What follows belongs to an exercise in optimizing a design on an open flow for small area; a production flow would make more cautious choices.
In this exercise RTL edits were held to simulation tests only and were not proved equivalent to the original.
Power figures rest on the tool's default switching activity, not on a simulated workload.

==> flow/design.v, too long to show whole: its modules and the start of the top module <==
// module fa_cell: 6 lines
// module ha_cell: 6 lines
// module bpp_n: 5 lines
// module bpp_p: 5 lines
// module bpp0_n: 5 lines
// module bpp8_p: 5 lines
// module pe_k0: 106 lines
// module pe_k1: 107 lines
// module pe_k2: 107 lines
// module pe_k3: 107 lines
// module pe_k4: 107 lines
// module pe_k5: 107 lines
// module pe_k6: 107 lines
// module pe_k7: 107 lines
// module pe_resolve: 17 lines
// module systolic_pe_array: 400 lines
module systolic_pe_array(clk,rst,load_wght,ifmap0,ifmap1,ifmap2,ifmap3,ifmap4,ifmap5,ifmap6,ifmap7,wght0,wght1,wght2,wght3,wght4,wght5,wght6,wght7,sum_in0,sum_in1,sum_in2,sum_in3,sum_in4,sum_in5,sum_in6,sum_in7,accum0,accum1,accum2,accum3,accum4,accum5,accum6,accum7);
  // ...
==> flow/flow/run.sh <==
#!/bin/bash
set -euo pipefail
W=$PWD
export MY_FLOW_DIR=$W/flow
grep -q 'SYNTH_SCRIPT=' standard.sh
sed -e "s#SYNTH_SCRIPT=[^ ]*#SYNTH_SCRIPT=$W/flow/synth.tcl ADDER_MAP_FILE= 'BUFFER_PORTS_ARGS=-buffer_cell sky130_fd_sc_hd__buf_1'#" standard.sh > my_standard.sh
bash my_standard.sh "$@" > flow_make.log 2>&1
==> flow/flow/cells_map.v <==
// Maps the design's adder cells onto the library's adder cells.
module fa_cell(a, b, c, s, co);
input a, b, c;
output s, co;
sky130_fd_sc_hd__fa_1 _TECHMAP_REPLACE_ (.A(a), .B(b), .CIN(c), .SUM(s), .COUT(co));
endmodule

module ha_cell(a, b, s, co);
input a, b;
output s, co;
sky130_fd_sc_hd__ha_1 _TECHMAP_REPLACE_ (.A(a), .B(b), .SUM(s), .COUT(co));
endmodule

module bpp_n(one, two, a, b, neg, y);
input one, two, a, b, neg;
output y;
wire mn;
sky130_fd_sc_hd__a22oi_1 g0 (.A1(one), .A2(a), .B1(two), .B2(b), .Y(mn));
sky130_fd_sc_hd__xor2_1 g1 (.A(mn), .B(neg), .X(y));
endmodule

module bpp_p(one, two, a, b, neg, y);
input one, two, a, b, neg;
output y;
wire mn;
sky130_fd_sc_hd__a22oi_1 g0 (.A1(one), .A2(a), .B1(two), .B2(b), .Y(mn));
sky130_fd_sc_hd__xnor2_1 g1 (.A(mn), .B(neg), .Y(y));
endmodule

module bpp0_n(one, a, neg, y);
input one, a, neg;
output y;
wire mn;
sky130_fd_sc_hd__nand2_1 g0 (.A(one), .B(a), .Y(mn));
sky130_fd_sc_hd__xor2_1 g1 (.A(mn), .B(neg), .X(y));
endmodule

module bpp8_p(one, two, a, neg, y);
input one, two, a, neg;
output y;
wire mn;
sky130_fd_sc_hd__o21ai_1 g0 (.A1(one), .A2(two), .B1(a), .Y(mn));
sky130_fd_sc_hd__xnor2_1 g1 (.A(mn), .B(neg), .Y(y));
endmodule
==> flow/flow/synth.tcl <==
# The standard synthesis (synth_recipe.tcl), except:
#  - before the first synth call, the design's fa_cell/ha_cell instances become the library's
#    full/half adder cells (cells_map.v), so the adder trees keep the structure the RTL gives;
#  - synth's fine step skips its generic "abc -fast".
# Registers are untouched, so they keep the standard synthesis's names and cell types.
set ::my_mapped 0
proc synth {args} {
  if {!$::my_mapped} {
    set ::my_mapped 1
    yosys techmap -map $::env(MY_FLOW_DIR)/cells_map.v
    yosys hierarchy -top $::env(DESIGN_NAME)
  }
  if {[lsearch -exact $args "fine:"] >= 0} {
    yosys synth -nofsm -noshare -noabc {*}$args
  } else {
    yosys synth -nofsm -noshare {*}$args
  }
}
source $::env(SCRIPTS_DIR)/synth.tcl
# left out here: clear keep_hierarchy, flatten, clean up, hide names made inside functions, write 1_2_yosys.v
==> flow/standard.sh <==
#!/bin/bash
# synth_recipe.tcl (not shown) runs the flow's synth.tcl, then flattens the netlist and writes it again
# the make line also repeats each setting of config.mk as NAME=value (left out here)
make -C /OpenROAD-flow-scripts/flow DESIGN_CONFIG=/design/flow/config.mk WORK_HOME=/design/flow/orfs CLKGATE_MAP_FILE= SYNTH_SCRIPT=/design/flow/synth_recipe.tcl "${@:-finish}"
==> flow/config.mk <==
export PLATFORM = sky130hd
export DESIGN_NAME = systolic_pe_array
export DESIGN_NICKNAME = systolic_pe_array
export VERILOG_FILES = /design/flow/design.v
export SDC_FILE = /design/flow/constraint.sdc
export NUM_CORES = 4
export LEC_CHECK = 0
export CAP_MARGIN = 20
export CORE_MARGIN = 2
export CORE_UTILIZATION = 55
export CTS_BUF_LIST = sky130_fd_sc_hd__clkbuf_8
export CTS_CLUSTER_DIAMETER = 50
export CTS_CLUSTER_SIZE = 18
export SLEW_MARGIN = 20
==> flow/constraint.sdc <==
create_clock -name core_clock -period 5.5 [get_ports {clk}]
set_input_delay 1.1000 -clock core_clock [delete_from_list [all_inputs] [get_ports {clk}]]
set_output_delay 1.1000 -clock core_clock [all_outputs]
set_load 0.01 [all_outputs]
==> impl_metrics.py, run 1 <==
metrics = {
    "sta": {
        "maxSlewHeadroom_pct": 21.79,
        "fin_setup_tns_ns": 0,
        "rsz0062_at_grt": "false",
        "drv_slew": 0,
        "fmax_mhz": 191.5,
        "fin_crit_sh_pct": 94.94,
    },
    "outcome": {
        "status": "no timing/DRC/antenna violations",
    },
    "global_routing": {
        "grt.busiest_layer": "met2",
        "grt_max_degree": 154,
        "track_usage_pct": 24.58,
    },
    "cells_and_area": {
        "final_common_cell": "dfxtp_1",
        "drive_above_1_share_pct": 10.25,
        "syn_to_final_growth_pct": 11.86,
        "final_cell_mix": "dfxtp_1, fa_1, xor2_1",
        "num-clock-buffers": 388,
        "num-nonclk-buffers": 1192,
        "seq_area_mm2": 0.06739,
    },
    "detailed_routing": {
        "wl_met2_um": 193300,
        "routed_via_density": 5.396,
        "wl_per_cell_um": 19.82,
        "drc": 0,
    },
    "synthesis": {
        "synth_top_family_by_area": "adder cells",
        "yosys_warnings": 1,
        "synth-simple-area-share_pct": 4.656,
        "ys_async_sr_fraction_pct": 0.1486,
        "yosys-top-cells-area": "dfxtp_1, fa_1, xor2_1",
    },
    "place": {
        "port_buffers": 386,
        "place_ws_ns": 0.3498,
        "dp.cells": 18789,
        "dp_hpwl_um": 296000,
    },
    "clocking": {
        "cts.sinks": 3365,
        "cts_made_buffers": 366,
        "clk_pin_slew_ns": 0.09,
        "post_cts_buffers": 0,
    },
    "power_and_ir_drop": {
        "p_switching_mw": 37.39,
        "swShare_pct": 37.23,
        "pwr-share-clk_pct": 18.6,
        "pwr-share-seq_pct": 36.7,
    },
    "worst_hold_path": {
        "hold_path_end": "x0_1[6]",
        "hp-class": "input port to register",
    },
    "floorplan": {
        "ios": 387,
        "initial_utilization_pct": 55.18,
    },
    "worst_setup_path": {
        "critPathRequiredTime_ns": 6.50,
        "path_common_cell": "fa_1",
    },
}
==> inputs of run 2 (changes only) <==
--- a/flow/config.mk
+++ b/flow/config.mk
@@ -10,5 +10,5 @@
 export CORE_UTILIZATION = 55
-export CTS_BUF_LIST = sky130_fd_sc_hd__clkbuf_8
-export CTS_CLUSTER_DIAMETER = 50
-export CTS_CLUSTER_SIZE = 18
+export CTS_BUF_LIST = sky130_fd_sc_hd__clkbuf_16
+export CTS_CLUSTER_DIAMETER = 80
+export CTS_CLUSTER_SIZE = 30
 export SLEW_MARGIN = 20
==> run 2 against run 1 <==
  * Register-to-register slack better by 0.03 ns
  * Largest power group unchanged
  * Non-clock buffer count shrank 66
  * Highest routed layer unchanged
  * Utilization shrank 1.0 points
  * Sequential power about the same
  * Die area is the same
  * Count of clock-buffer cells in the layout is 208 lower
  * Final cell count shrank 2.2%
  * Synthesized area is the same
  * First-iteration DRC count rose by 0.15%
  * Combinational power is essentially flat
  * Synthesized cell count stayed put
  * Critical path depth unchanged
==> impl_metrics.py, run 2 <==
metrics = {
    "cells_and_area": {
        "fin_nets": 17513,
        "syn_to_final_growth_pct": 9.976,
        "final_common_cell": "dfxtp_1",
        "final_cell_mix": "dfxtp_1, fa_1, xor2_1",
        "drive_above_1_share_pct": 8.136,
    },
    "power_and_ir_drop": {
        "p_leak_nw": 68.72,
        "p_comb_share_pct": 46.2,
        "pwr-share-seq_pct": 37.9,
        "pwr-share-clk_pct": 15.9,
        "p_int_mw": 61.35,
        "p_switching_mw": 35.91,
        "peakVddDrop_mv": 0.3485,
        "swShare_pct": 36.92,
        "power.density_mw_per_mm2": 510.1,
    },
    "synthesis": {
        "yosys.area.top_type": "dfxtp_1",
        "netlist.area_leader.share_pct": 38.80,
        "synth.avg_cell_area_um2": 12.74,
        "synth-edff-count": 0,
        "synth_seq_cells": 3365,
        "synthCells": 13608,
        "syn_area_mm2": 0.1734,
        "ys_types": 28,
        "yosys_warnings": 1,
        "synthTopCellsByCount": "dfxtp_1, fa_1, xor2_1",
        "synth_ff_type": "dfxtp_1",
        "synth_seq_area_share_pct": 38.87,
        "yosysMostFrequentCell": "dfxtp_1",
        "ys_async_sr_fraction_pct": 0.1486,
        "yosys-top-cells-area": "dfxtp_1, fa_1, xor2_1",
    },
    "place": {
        "port_buffers": 386,
        "dp_hpwl_um": 296000,
        "gp_congestion": 0.8692,
    },
    "clocking": {
        "cts_max_path_buffers": 4,
        "cts.sinks": 3365,
        "htree_levels": 4,
        "ctsHoldBuffers": 0,
        "ctsResizeCount": 0,
        "cts_made_buffers": 175,
        "clock_latency_ns": 0.91,
        "cts_tree": "built",
        "post_cts_buffers": 0,
        "cts-root-buf": "clkbuf_16",
        "clk_pin_slew_ns": 0.10,
    },
    "global_routing": {
        "grt_overflow": 0,
        "grt_max_degree": 154,
        "antenna_found_initial": 8,
        "grt_first_pass_wirelength_um": 622700,
        "track_usage_pct": 24.39,
        "grt_pass1_vias": 111345,
    },
    "floorplan": {
        "initial_utilization_pct": 55.18,
        "die_w_um": 565.5,
        "ios": 387,
        "rows": 206,
        "fp.dieH_um": 565.5,
        "core_area_mm2": 0.3142,
        "dieArea_mm2": 0.3197,
    },
    "worst_setup_path": {
        "worstPathMaxFanout": 8,
        "path_common_cell": "fa_1",
        "start_kind": "register",
        "cpLargestDelayFamily": "adder cells",
        "cpMaxStageDelayCell": "o21ai_0",
        "setup.worst_path.end_class": "register",
        "path_cells": "nand2b_1, o21ai_0, a22oi_1, xor2_1, fa_1, fa_1, fa_1, fa_1, or2_2, fa_1, or2_2, fa_1, nor2_1, xnor2_1",
        "critPathRequiredTime_ns": 6.31,
        "slowest_delay_ns": 0.81,
        "timing.critical_path.buf_inv": 0,
        "arrival_ns": 6.00,
        "critical_path_class": "register to register",
    },
    "detailed_routing": {
        "drt.antenna.violating_nets": 0,
        "first_iter_violations": 7275,
        "wl_per_cell_um": 20.13,
        "route.vias.total": 103839,
        "totalWireLength_um": 384100,
        "routed_via_density": 5.441,
        "drc": 0,
        "drt_pass1_iterations": 6,
    },
    "sta": {
        "worstMarginPinSlew_ns": 1.145,
        "drv_slew": 0,
        "maxSlewHeadroom_pct": 22.85,
        "fin_setup_tns_ns": 0,
        "setup_viol": 0,
        "rsz0062_at_grt": "false",
        "hold_viol_final": 0,
        "whs_ns": 0.2673,
        "period_minus_slack_ns": 5.187,
        "fin_crit_sh_pct": 94.31,
        "fmax_mhz": 192.8,
        "skew_ns": 0.03814,
    },
    "outcome": {
        "status": "no timing/DRC/antenna violations",
    },
    "worst_hold_path": {
        "hp-class": "input port to register",
    },
    "flow_run": {
        "drv_cap": 0,
    },
}
## run 2: cell counts after synthesis
No cell type changed its count.
## run 2: layer usage
| layer | track usage, % | up-vias | wire length (um) |
|---|---|---|---|
| met1 | 32.90 | 53001 | 167400 |
| met5 | 0 | - | 25 |
| met3 | 2.359 | 451 | 15320 |
| met4 | 5.095 | 4 | 8159 |
| li1 | - | 47920 | - |
| met2 | 42.74 | 2463 | 193200 |
## run 2: power groups by stage
| stage | registers [mW] | clock network [mW] | logic, mW |
|---|---|---|---|
| floorplan | 35.9 | 0 | 32.5 |
| global placement | 37.7 | 0 | 45.4 |
| detailed placement | 37.8 | 0 | 46.2 |
| CTS | 37.2 | 16.1 | 46.5 |
| global route | 37.6 | 16.9 | 51.8 |
| finish | 36.9 | 15.5 | 44.9 |
## run 2: final timing paths
kind / to / slack (ns) / cells past startpoint / from
max: p2_3[15] / 0.31 / 14 / x3_6[2]
min: x2_1[2] / 0.27 / 1 / ifmap2[2]
max reg2reg: p2_3[15] / 0.31 / 14 / x3_6[2]
min reg2reg: q3_1[7] / 0.31 / 0 / p3_7[7]
max in group asynchronous: cnt[4] / 4.11 / 3 / rst
min in group asynchronous: cnt[2] / 1.16 / 3 / rst
## run 2: cell families after synthesis
group           after synthesis  share of synthesized area, %
flops                      3365                         38.87
xor+xnor                   2900                         14.65
fa+ha+maj                  2448                         28.27
compound gates             2249                         9.085
simple gates               1619                         4.656
buf+inv                     514                         1.518
mux                         512                         2.956
other cells                   1                      0.002163
## run 2: stage by stage
stage | utilization [%] | total power [mW] | worst slack (ns) | area (um2) | instances
2_1_floorplan | - | 68.38 | 0.5405 | 173500 | 13631
3_3_place_gp | 58.75 | 83.09 | 0.4546 | 184600 | 18789
3_5_place_dp | 58.75 | 84.00 | 0.3498 | 184600 | 18789
4_1_cts | 60.68 | 99.69 | 0.3271 | 190700 | 19081
5_1_grt | 60.69 | 106.3 | 0.01738 | 190700 | 19083
6_report | 60.69 | 97.26 | 0.3130 | 190700 | 19085
## run 2: cell type report
| class | count | area, um2 |
|---|---|---|
| antenna | 4 | 10.01 |
| clock buffer | 180 | 4504 |
| clock inverter | 112 | 1550 |
| fill | 25418 | 123500 |
| inverter | 386 | 1449 |
| multi-input combinational | 9752 | 103500 |
| sequential | 3365 | 67390 |
| tap | 4160 | 5205 |
| timing repair buffer | 1126 | 7112 |
## run 2: worst reg2reg max path: stages, from the launching register on
cell      delay (ns)
dfxtp_1         0.40
nand2b_1        0.17
o21ai_0         0.81
a22oi_1         0.18
xor2_1          0.24
fa_1            0.39
fa_1            0.47
fa_1            0.41
fa_1            0.41
or2_2           0.30
fa_1            0.39
or2_2           0.30
fa_1            0.40
nor2_1          0.13
xnor2_1         0.12
==> inputs of run 3 (changes only) <==
==> flow/flow/run.sh (replaced) <==
#!/bin/bash
set -euo pipefail
W=$PWD
export MY_FLOW_DIR=$W/flow
grep -q 'SYNTH_SCRIPT=' standard.sh
sed -e "s#SYNTH_SCRIPT=[^ ]*#SYNTH_SCRIPT=$W/flow/synth.tcl ADDER_MAP_FILE= 'BUFFER_PORTS_ARGS=-buffer_cell sky130_fd_sc_hd__buf_1' 'CTS_ARGS=-sink_clustering_enable -repair_clock_nets -dont_use_dummy_load -sink_clustering_size 30 -sink_clustering_max_diameter 80 -buf_list sky130_fd_sc_hd__clkbuf_16'#" standard.sh > my_standard.sh
bash my_standard.sh "$@" > flow_make.log 2>&1
--- a/flow/config.mk
+++ b/flow/config.mk
@@ -13,2 +13,3 @@
 export CTS_CLUSTER_SIZE = 30
+export GPL_TIMING_DRIVEN = 0
 export SLEW_MARGIN = 20
==> run 3 against run 2 <==
  * Still clean on timing, DRC and antenna
  * Clock power is 15% lower
  * Count of clock-buffer cells in the layout down 2
  * Flip-flop and latch count unchanged
  * Non-clock buffer count down 613
  * Synthesized cell count stayed put
  * Via count down 1.9%
  * Sequential share of layout area grew 1.2 points
  * Global-route usage rose by 0.11 points
  * First-iteration DRC count up 3.6%
  * Sequential power about the same
==> impl_metrics.py, run 3 <==
metrics = {
    "outcome": {
        "status": "no timing/DRC/antenna violations",
    },
    "detailed_routing": {
        "wl_met1_um": 162700,
        "highest_layer": "met4",
        "wl_met3_um": 15560,
        "drc": 0,
        "totalWireLength_um": 384800,
        "drt_pass1_iterations": 7,
        "wl_met2_um": 193300,
        "routed_via_density": 5.549,
        "route.vias.total": 101871,
        "wl_per_cell_um": 20.96,
        "first_iter_violations": 7536,
        "drt.antenna.violating_nets": 0,
    },
    "clocking": {
        "cts-root-buf": "clkbuf_16",
        "cts.sinks": 3365,
        "clock_latency_ns": 0.91,
        "clk_pin_slew_ns": 0.10,
        "ctsHoldBuffers": 0,
        "htree_levels": 4,
        "cts_made_buffers": 178,
        "cts_max_path_buffers": 4,
        "cts_tree": "built",
    },
    "worst_setup_path": {
        "worstPathMaxFanout": 14,
        "start_kind": "register",
        "critical_path_class": "register to register",
        "critPathRequiredTime_ns": 6.24,
        "setup.worst_path.end_class": "register",
        "arrival_ns": 6.05,
    },
    "synthesis": {
        "synthTopCellsByCount": "dfxtp_1, fa_1, xor2_1",
        "synth_ff_type": "dfxtp_1",
        "yosys-top-cells-area": "dfxtp_1, fa_1, xor2_1",
        "synth-edff-count": 0,
        "yosys.area.top_type": "dfxtp_1",
        "synth_seq_area_share_pct": 38.87,
        "yosysMostFrequentCell": "dfxtp_1",
        "synth_seq_cells": 3365,
        "ys_async_sr_fraction_pct": 0.1486,
        "yosys_warnings": 1,
        "ys_types": 28,
        "synth.avg_cell_area_um2": 12.74,
        "netlist.area_leader.share_pct": 38.80,
        "syn_area_mm2": 0.1734,
        "synthCells": 13608,
    },
    "flow_run": {
        "drv_cap": 0,
    },
    "sta": {
        "timing.final.ws_setup_ns": 0.1944,
        "fin_crit_sh_pct": 96.46,
        "fmax_mhz": 188.5,
        "hold_viol_final": 0,
        "maxSlewHeadroom_pct": 31.45,
        "period_minus_slack_ns": 5.306,
        "worstMarginPinSlew_ns": 1.018,
        "fin_setup_tns_ns": 0,
        "drv_slew": 0,
        "setup_viol": 0,
        "skew_ns": 0.08191,
    },
    "floorplan": {
        "initial_utilization_pct": 55.18,
        "dieArea_mm2": 0.3197,
        "rows": 206,
        "ios": 387,
        "die_w_um": 565.5,
        "fp.dieH_um": 565.5,
        "core_area_mm2": 0.3142,
    },
    "global_routing": {
        "grt_first_pass_wirelength_um": 620300,
        "grt_overflow": 0,
        "grt_max_degree": 31,
        "antenna_found_initial": 12,
        "grt_pass1_vias": 109155,
        "track_usage_pct": 24.49,
    },
    "power_and_ir_drop": {
        "power.density_mw_per_mm2": 515.7,
        "peakVddDrop_mv": 0.3626,
        "p_leak_nw": 64.88,
    },
    "cells_and_area": {
        "final_cell_mix": "dfxtp_1, fa_1, xor2_1",
        "multi_input_area_mm2": 0.1035,
        "drive_above_1_share_pct": 4.431,
        "seq_area_mm2": 0.06754,
        "fin_nets": 16903,
        "final_common_cell": "dfxtp_1",
        "num-fill-cells": 25721,
        "syn_to_final_growth_pct": 6.620,
    },
    "place": {
        "dp_hpwl_um": 299500,
        "port_buffers": 384,
        "gp_congestion": 0.8712,
        "place_ws_ns": -0.2864,
    },
    "worst_hold_path": {
        "hp-class": "register to register",
    },
}
==> run 3: layout make-up <==
| class | count | area share [%] |
|---|---|---|
| clock buffers | 178 | 2.410 |
| flip-flops and latches | 3365 | 36.54 |
| inverters | 386 | 0.7838 |
| diodes | 4 | 0.005415 |
| plain buffers | 128 | 0.6450 |
| repair buffers | 385 | 0.7946 |
| multi-input cells | 9752 | 56.01 |
| well taps | 4160 | 2.816 |
==> run 3: path summary, 6_finish.rpt <==
kind | startpoint | endpoint | slack [ns] | depth (start not counted)
max reg2reg | x1_4[1] | p2_1[10] | 0.19 | 13
max | x1_4[1] | p2_1[10] | 0.19 | 13
min in group asynchronous | rst | cnt[4] | 1.34 | 4
max in group asynchronous | rst | cnt[0] | 3.57 | 4
min reg2reg | x3_1[7] | x3_2[7] | 0.25 | 0
min | x3_1[7] | x3_2[7] | 0.25 | 0
==> run 3: power breakdown <==
group	internal [mW]	switching, mW
Combinational	22.1	22.7
Clock	5.76	7.44
Sequential	32.5	4.76
==> run 3: critical path, cell delays in order (launching register included) <==
cell and delay (ns):
dfxtp_2 0.58, inv_1 0.14, nor2_1 0.46, a22oi_1 0.16, xor2_1 0.23, fa_1 0.47, fa_1 0.44, fa_1 0.41
fa_1 0.39, fa_1 0.39, fa_1 0.41, fa_1 0.39, fa_1 0.42, or2_2 0.29
==> run 3: logic make-up after synthesis <==
family | synth area share (%)
other | 0.002163
DFF | 38.87
AOI/OAI and AO/OA | 9.085
and+or+nand+nor | 4.656
adders and majority gates | 28.27
buffers and inverters | 1.518
xor gates and xnor gates | 14.65
muxes | 2.956
==> run 3: stage by stage <==
step / total power [mW] / util [%] / cells / hold WS, ns / instance area (um2)
2_1_floorplan: 68.38 / - / 13631 / 0.3096 / 173500
3_3_place_gp: 83.67 / 57.33 / 18175 / 0.3095 / 180100
3_5_place_dp: 84.44 / 57.34 / 18176 / 0.3121 / 180200
4_1_cts: 97.77 / 58.77 / 18354 / 0.1823 / 184600
5_1_grt: 104.4 / 58.83 / 18355 / 0.2245 / 184900
6_report: 95.33 / 58.84 / 18358 / 0.2531 / 184900
==> run 3: layer usage <==
layer | track usage [%] | vias to the layer above
met3 | 2.224 | 560
met4 | 7.791 | 0
met5 | 0 | -
met1 | 32.31 | 52057
li1 | - | 46542
met2 | 42.65 | 2712
==> run 3: timing repair <==
| item | CTS | global route |
|---|---|---|
| setup buffers | 0 | 0 |
| pin swaps | 0 | 0 |
| gates resized for setup | 71 | 193 |
| endpoints found under the setup margin | 90 | 257 |
==> inputs of run 4 (changes only) <==
--- a/flow/config.mk
+++ b/flow/config.mk
@@ -9,3 +9,3 @@
 export CORE_MARGIN = 2
-export CORE_UTILIZATION = 55
+export CORE_UTILIZATION = 65
 export CTS_BUF_LIST = sky130_fd_sc_hd__clkbuf_16
==> run 4 against run 3 <==
  * Via count rose by 1.3%
  * Combinational power up 0.9%
  * Synthesized area unchanged
  * Highest routed layer is now met5
==> impl_metrics.py, run 4 <==
metrics = {
    "clocking": {
        "post_cts_buffers": 0,
        "cts_made_buffers": 170,
        "clock_latency_ns": 0.92,
        "clk_pin_slew_ns": 0.10,
        "htree_levels": 4,
        "cts_max_path_buffers": 4,
        "cts.sinks": 3365,
        "ctsHoldBuffers": 0,
        "cts_tree": "built",
        "cts-root-buf": "clkbuf_16",
    },
    "sta": {
        "setup_viol": 0,
        "fmax_mhz": 187.5,
        "skew_ns": 0.1099,
        "hold_viol_final": 0,
        "drv_slew": 0,
        "timing.final.ws_setup_ns": 0.1662,
        "fin_crit_sh_pct": 96.98,
        "period_minus_slack_ns": 5.334,
        "maxSlewHeadroom_pct": 28.33,
        "worstMarginPinSlew_ns": 1.075,
        "fin_setup_tns_ns": 0,
    },
    "place": {
        "port_buffers": 384,
        "dp_hpwl_um": 293900,
        "placed_area_mm2": 0.1793,
        "place_ws_ns": -0.3076,
        "gp_congestion": 0.8928,
    },
    "worst_setup_path": {
        "path_cells": "nand2b_1, o21ai_0, a22oi_1, xor2_1, fa_1, fa_1, fa_1, or2_2, fa_1, or2_2, fa_1, nor2_1, xnor2_1",
        "critical_path_class": "register to register",
        "worstSetupStartpoint": "x5_11[5]",
        "worstPathMaxFanout": 16,
        "cpMaxStageDelayCell": "dfxtp_1",
        "start_kind": "register",
        "path_common_cell": "fa_1",
        "arrival_ns": 6.11,
        "r2r-start": "x5_11[5]",
        "setup.worst_path.end_class": "register",
        "slowest_delay_ns": 0.83,
        "critPathRequiredTime_ns": 6.28,
        "cpLargestDelayFamily": "adder cells",
        "timing.critical_path.buf_inv": 0,
    },
    "detailed_routing": {
        "drc": 0,
        "totalWireLength_um": 378000,
        "route.vias.total": 103220,
        "drt_pass1_iterations": 6,
        "wl_per_cell_um": 21.33,
        "drt.antenna.violating_nets": 0,
        "routed_via_density": 5.823,
        "first_iter_violations": 8060,
    },
    "worst_hold_path": {
        "hold_start": "ifmap0[2]",
        "hp-class": "input port to register",
    },
    "global_routing": {
        "antenna_found_initial": 14,
        "grt_pass1_vias": 110189,
        "grt_max_degree": 31,
        "grt_first_pass_wirelength_um": 614600,
        "grt_overflow": 0,
        "track_usage_pct": 28.47,
    },
    "synthesis": {
        "yosysMostFrequentCell": "dfxtp_1",
        "ys_types": 28,
        "synth_seq_cells": 3365,
        "synthCells": 13608,
        "yosys.area.top_type": "dfxtp_1",
        "netlist.area_leader.share_pct": 38.80,
        "yosys-top-cells-area": "dfxtp_1, fa_1, xor2_1",
        "synth_seq_area_share_pct": 38.87,
        "ys_async_sr_fraction_pct": 0.1486,
        "synth.avg_cell_area_um2": 12.74,
        "syn_area_mm2": 0.1734,
        "synthTopCellsByCount": "dfxtp_1, fa_1, xor2_1",
        "synth-edff-count": 0,
        "synth_ff_type": "dfxtp_1",
        "yosys_warnings": 1,
    },
    "cells_and_area": {
        "drive_above_1_share_pct": 4.412,
        "fin_util_pct": 69.29,
        "num-fill-cells": 19482,
        "fin_nets": 16896,
        "postLayoutCellArea_mm2": 0.1839,
        "syn_to_final_growth_pct": 6.038,
        "seq_area_mm2": 0.06755,
        "multi_input_area_mm2": 0.1035,
        "final_common_cell": "dfxtp_1",
        "final_cell_mix": "dfxtp_1, fa_1, xor2_1",
    },
    "floorplan": {
        "core_area_mm2": 0.2653,
        "initial_utilization_pct": 65.35,
        "fp.dieH_um": 520.5,
        "ios": 387,
        "dieArea_mm2": 0.2709,
        "die_w_um": 520.5,
        "rows": 189,
    },
    "power_and_ir_drop": {
        "p_comb_share_pct": 47.5,
        "p_switching_mw": 35.12,
        "pwr-share-clk_pct": 13.4,
        "swShare_pct": 36.83,
        "peakVddDrop_mv": 0.3910,
        "power.density_mw_per_mm2": 518.7,
        "p_leak_nw": 64.77,
        "total_power_mw": 95.37,
        "pwr-share-seq_pct": 39.1,
        "p_int_mw": 60.24,
    },
    "flow_run": {
        "drv_cap": 0,
    },
    "outcome": {
        "status": "no timing/DRC/antenna violations",
    },
}
run 4: cell counts after synthesis:
Identical to the previous run, type by type.
run 4: power by group through the flow:
stage                     Combinational (mW)  Clock, mW  Sequential [mW]
after floorplan                         32.5          0             35.9
after global placement                  45.1          0             37.9
after detailed placement                46.1          0             38.0
after CTS                               46.3       13.2             37.4
after global routing                    51.9       14.0             38.0
final                                   45.3       12.8             37.2
run 4: metrics by stage:
step	cells	hold WS (ns)
floorplan	13631	0.3096
global placement	17548	0.3095
detailed placement	17548	0.3121
CTS	17718	0.2149
global route	17721	0.2535
finish	17725	0.2950
run 4: logic make-up (layout without fill, tap and decap cells):
| family | after synthesis | count (layout) | synth area share, % |
|---|---|---|---|
| flops | 3365 | 3365 | 38.87 |
| mux | 512 | 512 | 2.956 |
| other cells | 1 | 29 | 0.002163 |
| simple gates | 1619 | 1619 | 4.656 |
| fa+ha+maj | 2448 | 2448 | 28.27 |
| compound gates | 2249 | 2249 | 9.085 |
| xor+xnor | 2900 | 2900 | 14.65 |
| buf+inv | 514 | 1070 | 1.518 |
run 4: repair_timing:
| action | 4_1_cts | 5_1_grt |
|---|---|---|
| pin swaps | 0 | 0 |
| resized for setup | 73 | 196 |
| setup endpoints to repair | 90 | 259 |
run 4: cell type report:
type / count / area share (%)
diodes: 5 / 0.006806
plain buffers: 128 / 0.6472
clock buffers: 170 / 2.314
inverters: 386 / 0.7881
multi-input cells: 9752 / 56.31
flip-flops and latches: 3365 / 36.74
well taps: 3533 / 2.404
repair buffers: 386 / 0.7894
run 4: worst paths after layout:
kind | end | slack (ns) | cells after the start
max | p5_5[15] | 0.17 | 13
min | x0_1[2] | 0.30 | 1
max reg2reg | p5_5[15] | 0.17 | 13
min reg2reg | s3_2[14] | 0.30 | 0
max in group asynchronous | cnt[3] | 4.07 | 4
min in group asynchronous | cnt[4] | 1.17 | 4
run 4: routing by layer:
metal	share of wire, %	global-route usage (%)	up-vias
li1	-	-	46496
met1	42	39.17	52793
met2	48	47.34	3291
met3	5.5	3.498	638
met4	3.5	9.097	2
met5	0.0034	0	-

## static timing again, ports no longer ideal
The results above use ideal ports. As a check the final layouts listed here were re-extracted and re-timed, cells and wires unchanged. Step 1, drivers: a clkbuf_16 drives clk and a buf_2 each remaining input, both assumed. Step 2 adds t to the input delays and takes it off the output delays; t is the mean of the earliest and latest rising clock arrival at the registers after step 1. Input paths then give back, and output paths get back, about the clock's delay inside the block. Slacks: ideal / step 1 / step 2; pairs: ideal / step 1.
run | t, ns | slack for setup (ns) | worst setup path after step 2
run 1 | 1.185 | 0.278 / 0.278 / 0.278 | register to register
run 2 | 0.990 | 0.313 / 0.313 / 0.313 | register to register
run 3 | 0.972 | 0.194 / 0.194 / 0.194 | register to register
run 4 | 0.964 | 0.166 / 0.166 / 0.166 | register to register
After both steps setup and hold are still met in every run listed.
